From an optimization exercise on the open Yosys and OpenROAD flow, aimed at small area; shortcuts taken in it are not production practice. Function was checked by simulation only, so behaviour that the tests miss may differ from the original. The clock port is modelled as an ideal driver; clocking choices that lean on that would not hold on a real chip. Power figures rest on the tool's default switching activity, not on a simulated workload.

==> quartz <==
// TIA
module TIA(A, Din, Dout, CS_n, CS, R_W_n, RDY, MASTERCLK, BUS_EN, idump_in,
           Ilatch, HSYNC, HBLANK, VSYNC, VBLANK, COLOROUT, RES_n, audv0, audv1);
clock: 12.0 ns
lec_check: 0
abc_area: 1
cap_margin: 20
core_margin: 2
core_utilization: 40
gpl_timing_driven: 0
place_density: 0.6
slew_margin: 20
standard.sh (not shown) runs the stock make flow with config.mk's settings and CLKGATE_MAP_FILE= SYNTH_SCRIPT=/design/flow/synth_recipe.tcl, a recipe that flattens the netlist after the stock synthesis.
==> flow/flow/run.sh <==
#!/bin/bash
# Own layout flow:
#  1. the standard synthesis;
#  2. an area-oriented re-mapping of the combinational logic only: every flip-flop
#     instance of the standard synthesis is kept as it is (name and cell type), as
#     are the adder cells and tie cells;
set -euo pipefail
W=$(pwd)
PLAT=${FLOW_PLATFORM:-sky130hd}
R=$W/orfs/results/$PLAT/TIA/base
LIB=$FLOW_HOME/platforms/$PLAT/lib/sky130_fd_sc_hd__tt_025C_1v80.lib
YOSYS=$FLOW_HOME/../tools/install/yosys/bin/yosys
[[ -x $YOSYS ]] || YOSYS=yosys
OPENROAD=$FLOW_HOME/../tools/install/OpenROAD/bin/openroad
[[ -x $OPENROAD ]] || OPENROAD=openroad

# 1. standard synthesis
bash standard.sh synth > $W/log_1_standard_synth.txt 2>&1
cp $R/1_2_yosys.v $W/synth_standard.v

# 2. re-map combinational logic
{
  echo "read_liberty -ignore_miss_func -ignore_miss_dir $LIB"
  echo "read_verilog $W/synth_standard.v"
  echo "hierarchy -top $FLOW_TOP"
  for c in $(grep -oE "sky130_fd_sc_hd__[a-z0-9_]+" $W/synth_standard.v | sort -u | grep -E "df|dl|edf|sdf|conb|__fa_|__ha_"); do
    echo "blackbox $c"
  done
  echo "flatten"
  echo "opt_clean -purge"
  echo "opt -purge"
  echo "abc -script $W/flow/area.abc -liberty $LIB -dont_use sky130_fd_sc_hd__probe_p_8 -dont_use sky130_fd_sc_hd__probec_p_8 -dont_use sky130_fd_sc_hd__lpflow_* -dont_use sky130_fd_sc_hd__o22ai_* -dont_use sky130_fd_sc_hd__o21ai_*"
  echo "opt_clean -purge"
  echo "hilomap -singleton -hicell sky130_fd_sc_hd__conb_1 HI -locell sky130_fd_sc_hd__conb_1 LO"
  echo "opt_clean -purge"
  echo "stat -liberty $LIB"
  echo "write_verilog -noattr -nohex -nodec $W/synth_remap.v"
} > $W/remap.ys
$YOSYS -s $W/remap.ys > $W/log_2_remap.txt 2>&1
cp $W/synth_remap.v $R/1_2_yosys.v
rm -f $R/1_synth.odb $R/1_synth.sdc

# 3. standard floorplan and placement; ports get the smallest buffer
export BUFFER_PORTS_ARGS="-buffer_cell sky130_fd_sc_hd__buf_1"
bash standard.sh place > $W/log_3_standard_place.txt 2>&1

# 4. pick the clock tree: largest sink clusters whose clock pin slew (placement
#    parasitics) stays under 110 ps
CTS_BASE="-sink_clustering_enable -repair_clock_nets -dont_use_dummy_load -buf_list sky130_fd_sc_hd__clkbuf_8 -root_buf sky130_fd_sc_hd__clkbuf_8"
PICK=""
for cfg in "16 100" "16 60" "14 60" "12 50" "10 40"; do
  set -- $cfg
  ARGS="$CTS_BASE -sink_clustering_size $1 -sink_clustering_max_diameter $2"
  S=$(CTSA="$ARGS" P=$R LIB=$LIB $OPENROAD -no_init -exit $W/flow/cts_try.tcl 2>&1 | tee -a $W/log_4_cts_try.txt | sed -n 's/^CTS_SLEW //p')
  echo "cfg $cfg slew $S" >> $W/log_4_cts_try.txt
  if [[ -n "$S" ]] && python3 -c "import sys; sys.exit(0 if float('$S') <= 0.110 else 1)"; then
    PICK="$ARGS"; break
  fi
done
[[ -n "$PICK" ]] || PICK="-sink_clustering_enable -repair_clock_nets -dont_use_dummy_load"
echo "picked: $PICK" >> $W/log_4_cts_try.txt
export CTS_ARGS="$PICK"

# 5. standard CTS, routing and finish
bash standard.sh finish > $W/log_5_standard_finish.txt 2>&1
==> flow/flow/area.abc <==
strash
dc2
dch -f
amap -m
==> flow/flow/cts_try.tcl <==
# Trial clock tree on the placed design (not saved): prints the worst flip-flop clock pin slew.
set P $::env(P)
read_db $P/3_place.odb
read_liberty $::env(LIB)
read_sdc $P/3_place.sdc
source $::env(FLOW_HOME)/platforms/$::env(FLOW_PLATFORM)/setRC.tcl
clock_tree_synthesis {*}$::env(CTSA)
set_propagated_clock [all_clocks]
estimate_parasitics -placement
set worst 0
foreach p [get_pins -hierarchical */CLK] {
  foreach k {slew_max_rise slew_max_fall} {
    set s [get_property $p $k]
    if {$s > $worst} { set worst $s }
  }
}
puts "CTS_SLEW $worst"
==> inputs of maple, as changes to quartz <==
--- a/flow/flow/run.sh
+++ b/flow/flow/run.sh
@@ -25,3 +25,3 @@
   echo "hierarchy -top $FLOW_TOP"
-  for c in $(grep -oE "sky130_fd_sc_hd__[a-z0-9_]+" $W/synth_standard.v | sort -u | grep -E "df|dl|edf|sdf|conb|__fa_|__ha_"); do
+  for c in $(grep -oE "sky130_fd_sc_hd__[a-z0-9_]+" $W/synth_standard.v | sort -u | grep -E "df|dl|edf|sdf|conb|__fa_"); do
     echo "blackbox $c"
==> flow/flow/area.abc (replaced) <==
strash
dc2
dc2
dch -f
amap -m -F 3 -A 10 -C 1000
==> inputs of lagoon, as changes to quartz <==
--- a/flow/flow/run.sh
+++ b/flow/flow/run.sh
@@ -25,3 +25,3 @@
   echo "hierarchy -top $FLOW_TOP"
-  for c in $(grep -oE "sky130_fd_sc_hd__[a-z0-9_]+" $W/synth_standard.v | sort -u | grep -E "df|dl|edf|sdf|conb|__fa_|__ha_"); do
+  for c in $(grep -oE "sky130_fd_sc_hd__[a-z0-9_]+" $W/synth_standard.v | sort -u | grep -E "df|dl|edf|sdf|conb|__fa_"); do
     echo "blackbox $c"
@@ -46,13 +46,14 @@
 
-# 4. pick the clock tree: largest sink clusters whose clock pin slew (placement
-#    parasitics) stays under 110 ps
+# 4. pick the clock tree: among trial trees on the placed design, the smallest one
+#    whose worst flip-flop clock pin slew (placement parasitics) is under 115 ps
 CTS_BASE="-sink_clustering_enable -repair_clock_nets -dont_use_dummy_load -buf_list sky130_fd_sc_hd__clkbuf_8 -root_buf sky130_fd_sc_hd__clkbuf_8"
-PICK=""
-for cfg in "16 100" "16 60" "14 60" "12 50" "10 40"; do
+PICK=""; BEST=""
+for cfg in "24 80" "20 80" "20 60" "18 70" "18 60" "16 80" "16 60" "14 60" "12 50" "10 40"; do
   set -- $cfg
   ARGS="$CTS_BASE -sink_clustering_size $1 -sink_clustering_max_diameter $2"
-  S=$(CTSA="$ARGS" P=$R LIB=$LIB $OPENROAD -no_init -exit $W/flow/cts_try.tcl 2>&1 | tee -a $W/log_4_cts_try.txt | sed -n 's/^CTS_SLEW //p')
-  echo "cfg $cfg slew $S" >> $W/log_4_cts_try.txt
-  if [[ -n "$S" ]] && python3 -c "import sys; sys.exit(0 if float('$S') <= 0.110 else 1)"; then
-    PICK="$ARGS"; break
+  OUT=$(CTSA="$ARGS" P=$R LIB=$LIB $OPENROAD -no_init -exit $W/flow/cts_try.tcl 2>&1 | tee -a $W/log_4_cts_try.txt)
+  S=$(echo "$OUT" | sed -n 's/^CTS_SLEW //p'); A=$(echo "$OUT" | sed -n 's/^CTS_AREA //p')
+  echo "cfg $cfg slew $S area $A" >> $W/log_4_cts_try.txt
+  if [[ -n "$S" && -n "$A" ]] && python3 -c "import sys; sys.exit(0 if float('$S') <= 0.115 and ('$BEST' == '' or float('$A') < float('${BEST:-0}')) else 1)"; then
+    PICK="$ARGS"; BEST="$A"
   fi
@@ -60,3 +61,3 @@
 [[ -n "$PICK" ]] || PICK="-sink_clustering_enable -repair_clock_nets -dont_use_dummy_load"
-echo "picked: $PICK" >> $W/log_4_cts_try.txt
+echo "picked: $PICK (area $BEST)" >> $W/log_4_cts_try.txt
 export CTS_ARGS="$PICK"
==> flow/flow/area.abc (replaced) <==
strash
dc2
dc2
dch -f
amap -m -F 3 -A 10 -C 1000
--- a/flow/flow/cts_try.tcl
+++ b/flow/flow/cts_try.tcl
@@ -6,3 +6,13 @@
 source $::env(FLOW_HOME)/platforms/$::env(FLOW_PLATFORM)/setRC.tcl
+proc cell_area {} {
+  set a 0
+  foreach inst [[ord::get_db_block] getInsts] {
+    set m [$inst getMaster]
+    set a [expr {$a + [$m getWidth] * [$m getHeight] / 1e6}]
+  }
+  return $a
+}
+set a0 [cell_area]
 clock_tree_synthesis {*}$::env(CTSA)
+set a1 [cell_area]
 set_propagated_clock [all_clocks]
@@ -17 +27,2 @@
 puts "CTS_SLEW $worst"
+puts "CTS_AREA [expr {$a1 - $a0}]"
--- a/flow/config.mk
+++ b/flow/config.mk
@@ -8,3 +8,3 @@
 export ABC_AREA = 1
-export CAP_MARGIN = 20
+export CAP_MARGIN = 10
 export CORE_MARGIN = 2
@@ -13,2 +13,2 @@
 export PLACE_DENSITY = 0.6
-export SLEW_MARGIN = 20
+export SLEW_MARGIN = 10
==> metrics.log <==
[metrics] leakage: 5.16 nW
[metrics] Comb. pwr: 142 uW
[metrics] Worst EP arrival: 9.10 ns
[metrics] result of the run: complete, no violations
[metrics] slew at the pin with the worst max-slew slack: 1.18 ns
[end of results for quartz]
==> metrics.log <==
[metrics] vias per std cell: 5.82
[metrics] clock tree sinks: 302
[metrics] number of max-slew violations in the final report: 0
[metrics] Starting DRT DRC Count: 1058
[metrics] setup repair after global routing missed its margin: false
[metrics] met1 routed wirelength after detailed routing: 17700 um
[metrics] slew at the pin with the worst max-slew slack: 1.03 ns
[metrics] result of the run: complete, no violations
[metrics] GR met1 Demand/Resource: 32.0%
[metrics] leakage: 5.10 nW
[metrics] number of warnings issued by yosys: 3
[end of results for maple]
==> metrics.log <==
[metrics] count of maximum capacitance violations: 0
[metrics] sequential share of power: 62.7%
[metrics] Worst EP arrival: 8.89 ns
[metrics] result of the run: complete, no violations
[metrics] Post-route DRC: 0
[metrics] Reg with most FFs: pfGraphic
[metrics] relative slew slack: 6.98%
[metrics] leakage: 5.04 nW
[metrics] portion of the layout cell area used by non-clock buffers: 2.08%
[metrics] CP max-delay cell: sky130_fd_sc_hd__nor2_1
[metrics] Comb. pwr: 110 uW
[end of results for lagoon]

afterwards: timing with drivers on the ports:
Ports are ideal in the flow. The routed layouts listed here were re-timed in OpenROAD. Step 1: set_driving_cell puts a clkbuf_16 on MASTERCLK and a buf_2 on each other input, an assumption about the parent block. Step 2 also shifts input and output timing later by t, the mid clock arrival at the registers, as if the neighbouring blocks saw the same clock. Slacks: no drivers / after step 1 / after step 2; pairs: no drivers / after step 1.
| run | t (ns) | setup WS [ns] | clock arrival spread, ns | worst slew at a driven data input, ns | pins driven straight from the clock port |
|---|---|---|---|---|---|
| quartz | 0.617 | 0.501 / 0.456 / 1.073 | 0.068 / 0.068 | 0.06 | 1 |
| maple | 0.627 | 0.896 / 0.849 / 1.475 | 0.051 / 0.051 | 0.03 | 1 |
| lagoon | 0.592 | 0.714 / 0.666 / 1.257 | 0.071 / 0.071 | 0.03 | 1 |
After both steps setup and hold are still met in every run listed.
